Background: an optimization exercise with open tools, aiming at small area, a short achievable clock period and few clock cycles. Do not read the settings as production practice. In this exercise RTL edits were held to simulation tests only and were not proved equivalent to the original. Power figures rest on the tool's default switching activity, not on a simulated workload.

==> flow/run.sh <==
#!/bin/bash
# synth_recipe.tcl (not shown) runs the flow's synth.tcl, then flattens the netlist and writes it again
# the make line also repeats each setting of config.mk as NAME=value (left out here)
make -C /OpenROAD-flow-scripts/flow DESIGN_CONFIG=/design/flow/config.mk WORK_HOME=/design/flow/orfs CLKGATE_MAP_FILE= SYNTH_SCRIPT=/design/flow/synth_recipe.tcl finish
==> flow/config.mk <==
export PLATFORM = sky130hd
export DESIGN_NAME = multi_core_wb
export DESIGN_NICKNAME = multi_core_wb
export VERILOG_FILES = /design/flow/design.v
export SDC_FILE = /design/flow/constraint.sdc
export NUM_CORES = 4
export LEC_CHECK = 0
export ABC_CLOCK_PERIOD_IN_PS = 3000
export CAP_MARGIN = 20
export CORE_MARGIN = 2
export CORE_UTILIZATION = 50
export PLACE_DENSITY = 0.65
export SETUP_SLACK_MARGIN = 5
export SLEW_MARGIN = 20
==> flow/constraint.sdc <==
create_clock -name core_clock -period 10.0 [get_ports {clk}]
set_input_delay 2.0000 -clock core_clock [delete_from_list [all_inputs] [get_ports {clk}]]
set_output_delay 2.0000 -clock core_clock [all_outputs]
set_load 0.01 [all_outputs]
==> flow/design.v <==
module multi_core_wb #(
    parameter N = 2,
    parameter IMG_SIZE = 64,
    parameter OUTPUT_SIZE = 32
)(
    input clk,
    input rst,
    input         i_wb_cyc,
    input         i_wb_stb,
    input         i_wb_we,
    input  [3:0]  i_wb_sel,
    input  [31:0] i_wb_addr,
    input  [31:0] i_wb_data,
    output reg [31:0] o_wb_data,
    output reg        o_wb_ack,
    output reg        o_wb_stall
);
reg [2:0] cnt;
always @(posedge clk) begin
  if (rst) cnt <= 3'd0;
  else     cnt <= cnt + 3'd1;
end
wire [2:0] cnt_n = cnt + 3'd1;
wire req       = i_wb_cyc & i_wb_stb & ~o_wb_stall;
wire a9        = i_wb_addr[9];
wire acc_pix   = req &  i_wb_we & ~a9;
wire acc_start = req &  i_wb_we &  a9;
wire acc_stat  = req & ~i_wb_we &  a9;
reg       busy;       
reg       done_flag;  
reg       st_wait;    
reg       waitst;     
reg       act;        
reg [1:0] rv;         
wire finish        = act & (rv == 2'd3) & (cnt == 3'd1);
wire start_pending = acc_start | waitst;
wire hold_stat     = acc_stat & busy & ~finish;
wire st_wait_n     = hold_stat | (st_wait & ~finish);
always @(posedge clk) begin
  if (rst) begin
    busy      <= 1'b0;
    done_flag <= 1'b0;
    st_wait   <= 1'b0;
    waitst    <= 1'b0;
    act       <= 1'b0;
  end else begin
    busy      <= (busy | acc_start) & ~finish;
    done_flag <= acc_start ? 1'b0 : (done_flag | finish);
    st_wait   <= st_wait_n;
    waitst    <= start_pending & (cnt != 3'd7);
    act       <= (start_pending & (cnt == 3'd7)) | (act & ~finish);
  end
end
always @(posedge clk) begin
  if (!act)            rv <= 2'd0;
  else if (cnt == 3'd7) rv <= rv + 2'd1;
end
reg        w_pend;
reg        w_core;
reg [2:0]  w_row;
reg [2:0]  w_col;
reg [31:0] w_data;
wire ins_now  = w_pend & (w_col == cnt);
wire w_pend_n = o_wb_stall ? (w_pend & ~ins_now) : acc_pix;
wire [2:0] w_col_n = o_wb_stall ? w_col : i_wb_addr[2:0];
always @(posedge clk) begin
  if (!o_wb_stall) begin
    w_core <= i_wb_addr[8];
    w_row  <= i_wb_addr[5:3];
    w_col  <= i_wb_addr[2:0];
    w_data <= i_wb_data;
  end
end
always @(posedge clk) begin
  if (rst) begin
    w_pend     <= 1'b0;
    o_wb_stall <= 1'b0;
    o_wb_ack   <= 1'b0;
  end else begin
    w_pend     <= w_pend_n;
    o_wb_stall <= st_wait_n | (w_pend_n & (w_col_n != cnt_n));
    o_wb_ack   <= (req & ~hold_stat) | (st_wait & finish);
  end
end
wire [31:0] tap [0:15];    
genvar k, i;
generate
for (k = 0; k < 2; k = k + 1) begin : core_mem
  for (i = 0; i < 8; i = i + 1) begin : row
    reg [255:0] r;
    wire ins = ins_now & (w_core == k) & (w_row == i);
    always @(posedge clk)
      r <= {r[223:0], ins ? w_data : r[255:224]};
    assign tap[8*k + i] = r[255:224];
  end
end
endgenerate
reg e_clr, e_x2, o_clr, o_x2;
reg f_selo;
always @(posedge clk) begin
  e_clr  <= (cnt_n == 3'd1) | (cnt_n == 3'd5);
  e_x2   <= cnt_n[1];                        
  o_clr  <= (cnt_n == 3'd3);
  o_x2   <= (cnt_n == 3'd4) | (cnt_n == 3'd5);
  f_selo <= (cnt_n == 3'd7);
end
wire f_en_c  = act & ((cnt == 3'd5) | (cnt == 3'd7) | ((cnt == 3'd1) & (rv != 2'd0)));
wire f_clr_c = (rv == 2'd0) & (cnt == 3'd5);
wire [31:0] pred [0:1];
generate
for (k = 0; k < 2; k = k + 1) begin : core
  reg [31:0] q0, q1, q2, q3;
  always @(*) begin
    case (rv)
      2'd0:    begin q0 = tap[8*k+0]; q1 = tap[8*k+1]; q2 = tap[8*k+2]; q3 = tap[8*k+3]; end
      2'd1:    begin q0 = tap[8*k+2]; q1 = tap[8*k+3]; q2 = tap[8*k+4]; q3 = tap[8*k+5]; end
      default: begin q0 = tap[8*k+4]; q1 = tap[8*k+5]; q2 = tap[8*k+6]; q3 = tap[8*k+7]; end
    endcase
  end
  wire [31:0] n0 = ~q0;
  wire [31:0] n1 = ~q1;
  wire [31:0] s1 = q2 ^ q3 ^ n0;
  wire [31:0] m1 = (q2 & q3) | (q2 & n0) | (q3 & n0);
  wire [31:0] c1 = {m1[30:0], 1'b1};
  wire [31:0] s2 = s1 ^ c1 ^ n1;
  wire [31:0] m2 = (s1 & c1) | (s1 & n1) | (c1 & n1);
  reg  [31:0] ts, tc;
  always @(posedge clk) begin
    ts <= s2;
    tc <= {m2[30:0], 1'b1};
  end
  reg  [31:0] E, O;
  wire [31:0] tse = e_x2 ? {ts[30:0], 1'b0} : ts;
  wire [31:0] tce = e_x2 ? {tc[30:0], 1'b0} : tc;
  wire [31:0] tso = o_x2 ? {ts[30:0], 1'b0} : ts;
  wire [31:0] tco = o_x2 ? {tc[30:0], 1'b0} : tc;
  wire [31:0] ea  = e_clr ? 32'd0 : E;
  wire [31:0] oa  = o_clr ? 32'd0 : O;
  wire [31:0] es  = ea ^ tse ^ tce;
  wire [31:0] em  = (ea & tse) | (ea & tce) | (tse & tce);
  wire [31:0] ec  = {em[30:0], 1'b0};
  wire [31:0] os  = oa ^ tso ^ tco;
  wire [31:0] om  = (oa & tso) | (oa & tco) | (tso & tco);
  wire [31:0] oc  = {om[30:0], 1'b0};
  always @(posedge clk) begin
    E <= es + ec;
    O <= os + oc;
  end
  reg  [31:0] F;
  reg  [31:0] P;
  wire [31:0] X   = f_selo ? O : E;
  wire [31:0] sum = (f_clr_c ? 32'd0 : F) + {{2{X[31]}}, X[31:2]};
  always @(posedge clk) begin
    if (f_en_c) F <= sum;
    if (finish) P <= sum[31] ? 32'd0 : sum;
  end
  assign pred[k] = P;
end
endgenerate
always @(posedge clk) begin
  if (st_wait)  o_wb_data <= 32'd1;
  else if (a9)  o_wb_data <= {31'b0, done_flag | finish};
  else          o_wb_data <= pred[i_wb_addr[0]];
end
endmodule
==> results of run 1 <==
-- report_power, final --
| group | leakage (nW) | internal [mW] | switching, mW |
|---|---|---|---|
| registers | 37.0 | 18.9 | 0.256 |
| logic | 14.7 | 2.78 | 3.90 |
| clock network | 6.88 | 9.32 | 6.56 |
| total | 58.6 | 31.0 | 10.7 |
-- per-stage QoR --
stage               power (mW)  cell area (µm²)  utilization (%)  cells  hold WS, ps
finish                   41.68           143200            57.68  12451        251.2
floorplan                24.34           124600                -   8534        309.6
global placement         25.96           129000            51.98  11702        309.6
CTS                      41.89           143100            57.65  12446        248.1
detailed placement       26.05           129000            51.98  11702        312.1
global route             43.46           143100            57.67  12448        247.3
-- final timing paths --
| check | to | start | slack (ps) |
|---|---|---|---|
| worst max-delay path | core[0].E[28]$_DFF_P_ | e_x2$_DFF_P_ | 5120 |
| worst min-delay path | core_mem[0].row[3].r[220]$_DFF_P_ | core_mem[0].row[3].r[188]$_DFF_P_ | 250 |
| worst max register to register | core[0].E[28]$_DFF_P_ | e_x2$_DFF_P_ | 5120 |
| worst min register to register | core_mem[0].row[3].r[220]$_DFF_P_ | core_mem[0].row[3].r[188]$_DFF_P_ | 250 |
-- cells in the mapped netlist (5+ instances only) --
| cell type | n |
|---|---|
| mux2i_1 | 244 |
| a41oi_1 | 5 |
| nand3_1 | 43 |
| o21a_1 | 27 |
| or3_1 | 6 |
| buf_1 | 25 |
| a22oi_1 | 125 |
| a21oi_1 | 314 |
| a21boi_0 | 8 |
| a211oi_1 | 28 |
| inv_1 | 262 |
| xnor2_1 | 140 |
| and4_1 | 5 |
| nand4_1 | 26 |
| edfxtp_1 | 162 |
| buf_2 | 17 |
| nand2_1 | 352 |
| xor2_1 | 55 |
| nand2b_1 | 132 |
| mux2_2 | 599 |
| and3_1 | 16 |
| nor3_1 | 30 |
| o221ai_1 | 5 |
| fa_1 | 248 |
| o211ai_1 | 10 |
| nor2_1 | 152 |
| dfxtp_1 | 4402 |
| nor2b_1 | 47 |
| a31oi_1 | 23 |
| o31ai_1 | 13 |
| ha_1 | 197 |
| a221oi_1 | 5 |
| o21ai_0 | 102 |
| a21o_1 | 96 |
| or2_2 | 7 |
| a22o_1 | 128 |
| clkbuf_1 | 247 |
| a211o_1 | 8 |
| and2_1 | 128 |
| o21bai_1 | 21 |
-- sequential cells by signal, summed over array words and instances (netlist names), 32 cells and up --
| name | flops |
|---|---|
| core.ts | 64 |
| core.F | 64 |
| core.O | 64 |
| w_data | 32 |
| core.E | 64 |
| core_mem.row.r | 4096 |
| core.P | 62 |
| core.tc | 62 |
-- kinds of logic (layout without fill, tap and decap cells) --
family	count (synthesis)	after routing	synth area share [%]
DFF	4564	4564	74.60
other	1	5	0.003008
muxes	843	843	7.371
AOI/OAI and AO/OA	971	971	5.215
adders and majority gates	445	445	5.961
xor gates and xnor gates	196	196	1.383
and+or+nand+nor	962	962	3.783
buffers and inverters	552	1135	1.682
-- layer usage --
metal,share of wire (%),up-vias,GRT usage [%]
li1,-,28988,-
met1,51,29695,28.98
met2,43,1197,29.26
met3,3.8,401,2.693
met4,2.3,2,5.321
met5,0.0069,-,0
-- cell type report --
cell class	count	area, µm²
Fill cell	19207	105100
Sequential cell	4564	93000
Multi-Input combinational cell	3418	29720
Clock buffer	576	11950
Tap cell	3330	4167
Clock inverter	163	1996
Timing Repair Buffer	134	1319
Inverter	262	984.7
Antenna cell	4	10.01
-- critical path: cells and delay by family (launching register included) --
kind,cells,cell delay [ps]
compound gates,2,330
xor+xnor,1,130
fa+ha+maj,2,990
buf+inv,2,660
flops,1,590
mux,1,280
simple gates,5,1760
-- repair_timing --
| action | 4_1_cts | 5_1_grt |
|---|---|---|
| buffers inserted | 5 | 0 |
| endpoints found under the setup margin | 41 | 49 |
| cloned | 0 | 1 |
| resized for setup | 7 | 12 |
==> results.py, run 1 <==
metrics = {
    "status": {
        "outcome": "finished clean",
    },
    "logic_synthesis": {
        "ys_seq_area_share_pct": 74.60,
        "synthesis.area_per_instance_um2": 14.61,
        "synth_top_area_share_pct": 70.70,
        "async_reset_ff_share_pct": 0,
        "ys_ff_latch": 4564,
        "synth_top_flop_cell": "dfxtp_1",
        "yosysWarnings": 1,
        "synth_nets": 9052,
        "netlist_top_cells_area": "dfxtp_1 71%, mux2_2 5.4%, fa_1 4.0%",
        "synth_top_area_cell": "dfxtp_1",
        "synth_edf_count": 162,
        "synth_cells": 8534,
        "netlist_area_um2": 124600,
        "ys_types": 76,
    },
    "clock_tree": {
        "root_buffer": "clkbuf_16",
        "cts_sinks": 4564,
        "tritoncts": "done",
        "htree_levels": 5,
        "clockBufferDepth": 4,
        "hold_buffers": 0,
        "cts_buffers": 416,
        "clk_pin_slew_ps": 60,
        "clkLatencyLatePin_ps": 1000,
    },
    "layout": {
        "mostFrequentLayoutCells": "4397 x dfxtp_1, 599 x mux2_2, 426 x clkbuf_16",
        "drive_above_1_share_pct": 15.05,
        "area_growth_pct": 14.85,
        "nets": 9314,
        "final_common_cell": "dfxtp_1",
    },
    "critical_path": {
        "critical-path-max-stage-delay_ps": 690,
        "worst_ep_arrival_time_ps": 5680,
        "worst_path_max_delay_cell": "nor4bb_1",
        "crit_fanout": 61,
        "cp.required_ps": 10800,
        "worst_setup_path_start_kind": "register",
        "cp-end-kind": "register",
        "crit_chain": "buf_6, mux2i_1, fa_1, inv_1, ha_1, nand3_1, nor3_1, nor4bb_1, o41ai_1, nand3b_1, nor4_1, a211oi_1, xnor2_1",
        "reg2reg_depth": 13,
        "critPathKind": "reg2reg",
    },
    "sta": {
        "rsz0062_at_grt": "true",
        "period_needed_ps": 4880,
        "hold_viol_final": 0,
        "setup_ws_ps": 5120,
        "drv_slew": 0,
        "slew_headroom_pct": 23.73,
        "setup_viol": 0,
        "worst_pin_slew_ps": 1144,
        "fin_skew_ps": 122.2,
        "fmaxAchievable_mhz": 204.9,
        "min_period_over_period_pct": 48.80,
        "finalSetupTns_ps": 0,
    },
    "grt": {
        "grt_overflow": 0,
        "grt_max_degree": 91,
        "track_usage_pct": 19.33,
        "grt_pass1_wl_um": 373600,
        "antenna_found_initial": 10,
        "grt_pass1_vias": 61617,
    },
    "routing": {
        "drc_errors": 0,
        "first_pass_iters": 5,
        "drtAntennaViolNets": 0,
        "drt-wirelength-per-cell_um": 19.65,
        "wirelength_um": 244600,
        "via_per_inst": 4.842,
        "drt_iter0_markers": 3771,
        "vias": 60283,
    },
    "min_path": {
        "min_path_cells": 0,
        "hp-class": "reg2reg",
    },
    "power_and_ir_drop": {
        "power_density_nw_per_um2": 291.1,
        "p_leak_nw": 58.59,
        "max-vdd-ir-drop_mv": 0.2043,
    },
    "placement": {
        "place_congestion": 0.8732,
        "portBuffers": 77,
        "dpl.hpwl_um": 154500,
        "preCtsSetupSlack_ps": 4429,
    },
    "floorplan": {
        "die_w_um": 503.3,
        "ios": 107,
        "core_um2": 248200,
        "die_area_um2": 253300,
        "dieHeight_um": 503.3,
        "start_util_pct": 50.22,
        "rows": 183,
    },
    "flow_run": {
        "drv_cap": 0,
    },
}
Testbench counts, summed over its fixed seeds: cycles 8,104.
==> run 2: changes to the inputs <==
--- a/flow/design.v
+++ b/flow/design.v
@@ -15,12 +15,18 @@
     output reg        o_wb_ack,
     output reg        o_wb_stall
 );
-reg [2:0] cnt;
+reg [3:0] cnt;    
+reg [2:0] cc;     
 always @(posedge clk) begin
-  if (rst) cnt <= 3'd0;
-  else     cnt <= cnt + 3'd1;
+  if (rst) begin
+    cnt <= 4'd7;
+    cc  <= 3'd6;
+  end else begin
+    cnt <= cnt + 4'd1;
+    cc  <= cnt[2:0];
+  end
 end
-wire [2:0] cnt_n = cnt + 3'd1;
+wire [3:0] cnt_n = cnt + 4'd1;
 wire req       = i_wb_cyc & i_wb_stb & ~o_wb_stall;
 wire a9        = i_wb_addr[9];
 wire acc_pix   = req &  i_wb_we & ~a9;
@@ -32,7 +38,7 @@
 reg       waitst;     
 reg       act;        
 reg [1:0] rv;         
-wire finish        = act & (rv == 2'd3) & (cnt == 3'd1);
+wire finish        = act & (rv == 2'd3) & (cc == 3'd1);
 wire start_pending = acc_start | waitst;
 wire hold_stat     = acc_stat & busy & ~finish;
 wire st_wait_n     = hold_stat | (st_wait & ~finish);
@@ -47,27 +53,27 @@
     busy      <= (busy | acc_start) & ~finish;
     done_flag <= acc_start ? 1'b0 : (done_flag | finish);
     st_wait   <= st_wait_n;
-    waitst    <= start_pending & (cnt != 3'd7);
-    act       <= (start_pending & (cnt == 3'd7)) | (act & ~finish);
+    waitst    <= start_pending & (cc != 3'd7);
+    act       <= (start_pending & (cc == 3'd7)) | (act & ~finish);
   end
 end
 always @(posedge clk) begin
   if (!act)            rv <= 2'd0;
-  else if (cnt == 3'd7) rv <= rv + 2'd1;
+  else if (cc == 3'd7) rv <= rv + 2'd1;
 end
 reg        w_pend;
 reg        w_core;
-reg [2:0]  w_row;
-reg [2:0]  w_col;
+reg [1:0]  w_pair;    
+reg [3:0]  w_slot;    
 reg [31:0] w_data;
-wire ins_now  = w_pend & (w_col == cnt);
+wire ins_now  = w_pend & (w_slot == cnt);
 wire w_pend_n = o_wb_stall ? (w_pend & ~ins_now) : acc_pix;
-wire [2:0] w_col_n = o_wb_stall ? w_col : i_wb_addr[2:0];
+wire [3:0] w_slot_n = o_wb_stall ? w_slot : i_wb_addr[3:0];
 always @(posedge clk) begin
   if (!o_wb_stall) begin
     w_core <= i_wb_addr[8];
-    w_row  <= i_wb_addr[5:3];
-    w_col  <= i_wb_addr[2:0];
+    w_pair <= i_wb_addr[5:4];
+    w_slot <= i_wb_addr[3:0];
     w_data <= i_wb_data;
   end
 end
@@ -78,7 +84,7 @@
     o_wb_ack   <= 1'b0;
   end else begin
     w_pend     <= w_pend_n;
-    o_wb_stall <= st_wait_n | (w_pend_n & (w_col_n != cnt_n));
+    o_wb_stall <= st_wait_n | (w_pend_n & (w_slot_n != cnt_n));
     o_wb_ack   <= (req & ~hold_stat) | (st_wait & finish);
   end
 end
@@ -86,26 +92,27 @@
 genvar k, i;
 generate
 for (k = 0; k < 2; k = k + 1) begin : core_mem
-  for (i = 0; i < 8; i = i + 1) begin : row
-    reg [255:0] r;
-    wire ins = ins_now & (w_core == k) & (w_row == i);
+  for (i = 0; i < 4; i = i + 1) begin : pair
+    reg [511:0] r;
+    wire ins = ins_now & (w_core == k) & (w_pair == i);
     always @(posedge clk)
-      r <= {r[223:0], ins ? w_data : r[255:224]};
-    assign tap[8*k + i] = r[255:224];
+      r <= {r[479:0], ins ? w_data : r[511:480]};
+    assign tap[8*k + 2*i]     = r[31:0];
+    assign tap[8*k + 2*i + 1] = r[287:256];
   end
 end
 endgenerate
 reg e_clr, e_x2, o_clr, o_x2;
 reg f_selo;
 always @(posedge clk) begin
-  e_clr  <= (cnt_n == 3'd1) | (cnt_n == 3'd5);
-  e_x2   <= cnt_n[1];                        
-  o_clr  <= (cnt_n == 3'd3);
-  o_x2   <= (cnt_n == 3'd4) | (cnt_n == 3'd5);
-  f_selo <= (cnt_n == 3'd7);
+  e_clr  <= (cnt[2:0] == 3'd1) | (cnt[2:0] == 3'd5);    
+  e_x2   <= cnt[1];                                     
+  o_clr  <= (cnt[2:0] == 3'd3);
+  o_x2   <= (cnt[2:0] == 3'd4) | (cnt[2:0] == 3'd5);
+  f_selo <= (cnt[2:0] == 3'd7);
 end
-wire f_en_c  = act & ((cnt == 3'd5) | (cnt == 3'd7) | ((cnt == 3'd1) & (rv != 2'd0)));
-wire f_clr_c = (rv == 2'd0) & (cnt == 3'd5);
+wire f_en_c  = act & ((cc == 3'd5) | (cc == 3'd7) | ((cc == 3'd1) & (rv != 2'd0)));
+wire f_clr_c = (rv == 2'd0) & (cc == 3'd5);
 wire [31:0] pred [0:1];
 generate
 for (k = 0; k < 2; k = k + 1) begin : core
@@ -147,14 +154,12 @@
     O <= os + oc;
   end
   reg  [31:0] F;
-  reg  [31:0] P;
   wire [31:0] X   = f_selo ? O : E;
   wire [31:0] sum = (f_clr_c ? 32'd0 : F) + {{2{X[31]}}, X[31:2]};
   always @(posedge clk) begin
     if (f_en_c) F <= sum;
-    if (finish) P <= sum[31] ? 32'd0 : sum;
   end
-  assign pred[k] = P;
+  assign pred[k] = F[31] ? 32'd0 : F;
 end
 endgenerate
 always @(posedge clk) begin
==> results.py, run 2 <==
metrics = {
    "layout": {
        "drive_above_1_share_pct": 12.51,
        "register_area_um2": 91210,
        "largest_register_ffs": 4096,
        "fill_cells": 18056,
        "mostFrequentLayoutCells": "4402 x dfxtp_1, 417 x clkbuf_16, 344 x mux2_2",
        "final_common_cell": "dfxtp_1",
        "finalNonFillerCells": 11853,
        "regMostFlops": "core_mem.pair.r",
        "final_area_um2": 137200,
        "multiInputGateArea_um2": 26080,
        "nets": 8875,
        "area_growth_pct": 15.30,
    },
    "floorplan": {
        "rows": 179,
        "start_util_pct": 50.18,
        "die_w_um": 491.9,
        "dieHeight_um": 491.9,
        "die_area_um2": 242000,
        "core_um2": 237200,
        "ios": 107,
    },
    "grt": {
        "antenna_found_initial": 18,
        "use_met3_pct": 2.714,
        "track_usage_pct": 18.36,
        "use_met2_pct": 27.27,
        "grt_busiest_layer": "met1",
        "grt_max_degree": 145,
        "grt_overflow": 0,
        "grt_pass1_vias": 57994,
        "met1_usage_pct": 27.71,
        "grt_pass1_wl_um": 342300,
    },
    "logic_synthesis": {
        "ys_ff_latch": 4506,
        "netlist_top_cells_area": "dfxtp_1 74%, fa_1 4.2%, mux2_2 3.3%",
        "synth_compound_area_share_pct": 5.448,
        "synthSimpleGateAreaFrac_pct": 3.642,
        "synth-xor-area-share_pct": 1.413,
        "synthAdderAreaFrac_pct": 6.232,
        "yosysMostFrequentCell": "dfxtp_1",
        "netlist_area_um2": 119000,
        "yosysWarnings": 1,
        "synth_top_area_cell": "dfxtp_1",
        "ys_seq_area_share_pct": 76.63,
        "synth_edf_count": 99,
        "synthesis.area_per_instance_um2": 14.82,
        "synth_top_family_by_area": "adder cells",
        "synth_common_cells": "4407 x dfxtp_1, 344 x mux2_2, 340 x nand2_1, 285 x inv_1, 281 x a21oi_1",
        "synth_top_flop_cell": "dfxtp_1",
        "synth_top_area_share_pct": 74.13,
        "synth_nets": 8547,
        "muxShareOfSynthArea_pct": 5.080,
        "synth_cells": 8030,
        "ys_types": 87,
        "async_reset_ff_share_pct": 0,
    },
    "power_and_ir_drop": {
        "max-vdd-ir-drop_mv": 0.2021,
        "combPwrFrac_pct": 16.7,
        "p_leak_nw": 56.58,
        "p_switching_mw": 10.67,
        "power_frac_clock_pct": 37.8,
        "p_sw_share_pct": 25.84,
        "pwr-share-seq_pct": 45.5,
        "power_density_nw_per_um2": 300.9,
        "p_int_mw": 30.62,
    },
    "flow_run": {
        "drv_cap": 0,
    },
    "status": {
        "outcome": "finished clean",
    },
    "routing": {
        "drt_iter0_markers": 3292,
        "drtAntennaViolNets": 0,
        "first_pass_iters": 8,
        "wirelength_um": 224300,
        "drt-wirelength-per-cell_um": 18.92,
        "vias": 56816,
        "via_per_inst": 4.793,
        "drc_errors": 0,
    },
    "clock_tree": {
        "cts_buffers": 409,
        "cts_sinks": 4506,
        "hold_buffers": 0,
        "clk_pin_slew_ps": 60,
        "tritoncts": "done",
        "clkLatencyLatePin_ps": 1000,
        "htree_levels": 5,
        "clockBufferDepth": 4,
        "root_buffer": "clkbuf_16",
    },
    "critical_path": {
        "cp_top_family": "compound AO/OA/AOI/OAI gates",
        "critPathKind": "reg2reg",
        "crit_chain": "buf_4, mux2_2, ha_1, a2111oi_0, o21ai_0, a32oi_1, o21ai_1, a21oi_1, nor3_1, nor3_1, xnor2_1",
        "crit_fanout": 52,
        "cp.required_ps": 10660,
        "worst_path_max_delay_cell": "buf_4",
        "worst_ep_arrival_time_ps": 5360,
        "critical-path-max-stage-delay_ps": 770,
        "worst_setup_path_start_kind": "register",
        "path_buf_inv": 1,
        "cp-end-kind": "register",
        "crit_top_cell": "nor3_1",
    },
    "sta": {
        "hold_viol_final": 0,
        "drv_slew": 0,
        "worst_pin_slew_ps": 992.7,
        "setup_viol": 0,
        "period_needed_ps": 4697,
        "slew_headroom_pct": 33.82,
        "fin_skew_ps": 127.4,
        "min_period_over_period_pct": 46.97,
        "timing.hold.ws_ps": 264.1,
        "finalSetupTns_ps": 0,
        "fmaxAchievable_mhz": 212.9,
        "rsz0062_at_grt": "false",
    },
    "placement": {
        "portBuffers": 77,
        "dpl.cell_count": 11109,
        "dpl.hpwl_um": 142300,
        "place_congestion": 0.8759,
        "dpl-instance-area_um2": 123400,
    },
    "min_path": {
        "hp-class": "reg2reg",
    },
}
-- run 2: cell count changes in the layout (fill, tap and decap cells not counted), sizes merged, moves of 31 or more --
cell	delta
mux2	-255
inv	+31
edfxtp	-63
a22oi	+31
a21oi	-32
and2	-62
-- run 2: routing by layer --
metal | up-vias | wire, µm
met1 | 27921 | 114900
met2 | 1168 | 95370
met3 | 413 | 8642
met4 | 0 | 5351
met5 | - | 0
li1 | 27314 | -
-- run 2: power by group through the flow --
stage                     Combinational (mW)  Sequential (mW)  Clock (mW)
after floorplan                         5.28             19.0           0
after global placement                  6.62             19.2           0
after detailed placement                6.77             19.2           0
after CTS                               6.84             18.8        15.9
after global routing                    7.65             18.8        16.6
final                                   6.91             18.8        15.6
-- run 2: area by class of cell --
cell class / instances / area share, %
Sequential cell: 4506 / 66.47
Multi-Input combinational cell: 3039 / 19.01
Clock buffer: 591 / 8.708
Tap cell: 3167 / 2.888
Clock inverter: 142 / 1.299
Timing Repair Buffer: 116 / 0.8370
Inverter: 286 / 0.7832
Antenna cell: 6 / 0.01094
-- run 2: cells by family after synthesis --
group | count (synthesis)
buf+inv | 485
mux | 561
compound gates | 941
simple gates | 900
fa+ha+maj | 444
other cells | 1
xor+xnor | 192
flops | 4506
-- run 2: path summary, 6_finish.rpt --
path | start | to | slack (ps) | depth (start not counted)
max reg2reg | f_selo$_DFF_P_ | core[1].F[29]$_DFFE_PP_ | 5300 | 11
min | core_mem[1].pair[2].r[128]$_DFF_P_ | core_mem[1].pair[2].r[160]$_DFF_P_ | 260 | 0
max | f_selo$_DFF_P_ | core[1].F[29]$_DFFE_PP_ | 5300 | 11
min reg2reg | core_mem[1].pair[2].r[128]$_DFF_P_ | core_mem[1].pair[2].r[160]$_DFF_P_ | 260 | 0
-- run 2: repair_timing --
action,4_1_cts,5_1_grt
endpoints found under the hold margin,0,0
setup buffers,1,4
pin swaps,0,1
endpoints found under the setup margin,16,13
resized for setup,4,4
-- run 2: worst register-to-register path: stages, from the launching register on --
cell       delay (ps)
dfxtp_2           530
buf_4             780
mux2_2            430
ha_1              340
a2111oi_0         440
o21ai_0           290
a32oi_1           450
o21ai_1           230
a21oi_1           480
nor3_1            130
nor3_1            230
xnor2_1            80
-- run 2: stage by stage --
step | utilization, % | setup WS, ps | power (mW)
6_report | 57.86 | 5303 | 41.29
3_3_place_gp | 52.02 | 4609 | 25.80
3_5_place_dp | 52.02 | 4520 | 25.95
4_1_cts | 57.82 | 5024 | 41.55
5_1_grt | 57.85 | 5050 | 43.08
2_1_floorplan | - | 5428 | 24.32
Testbench counts of run 2, summed over its fixed seeds: cycles 7,736.

==> separate check: timing with driven ports <==
Ports are ideal in the flow. The routed layouts listed here were re-timed in OpenROAD.
Step 1 (the two cells are an assumption about what drives the block):
set clk [get_ports {clk}]
set_driving_cell -lib_cell sky130_fd_sc_hd__clkbuf_16 $clk
set_driving_cell -lib_cell sky130_fd_sc_hd__buf_2 [delete_from_list [all_inputs] $clk]
Step 2 adds t to the input delays and takes it off the output delays; t is the mean of the earliest and latest rising clock arrival at the registers after step 1. Input paths then give back, and output paths get back, about the clock's delay inside the block.
a / b / c = ideal / step 1 / step 2; a / b = the first two.
run	shift t [ns]	slack for setup (ns)	worst setup path after step 2	worst register clock-pin slew, ns
run 1	1.028	5.120 / 5.120 / 5.120	register to register	0.07 / 0.07
run 2	1.024	5.303 / 5.303 / 5.303	register to register	0.07 / 0.07
After both steps setup and hold are still met in every run listed.
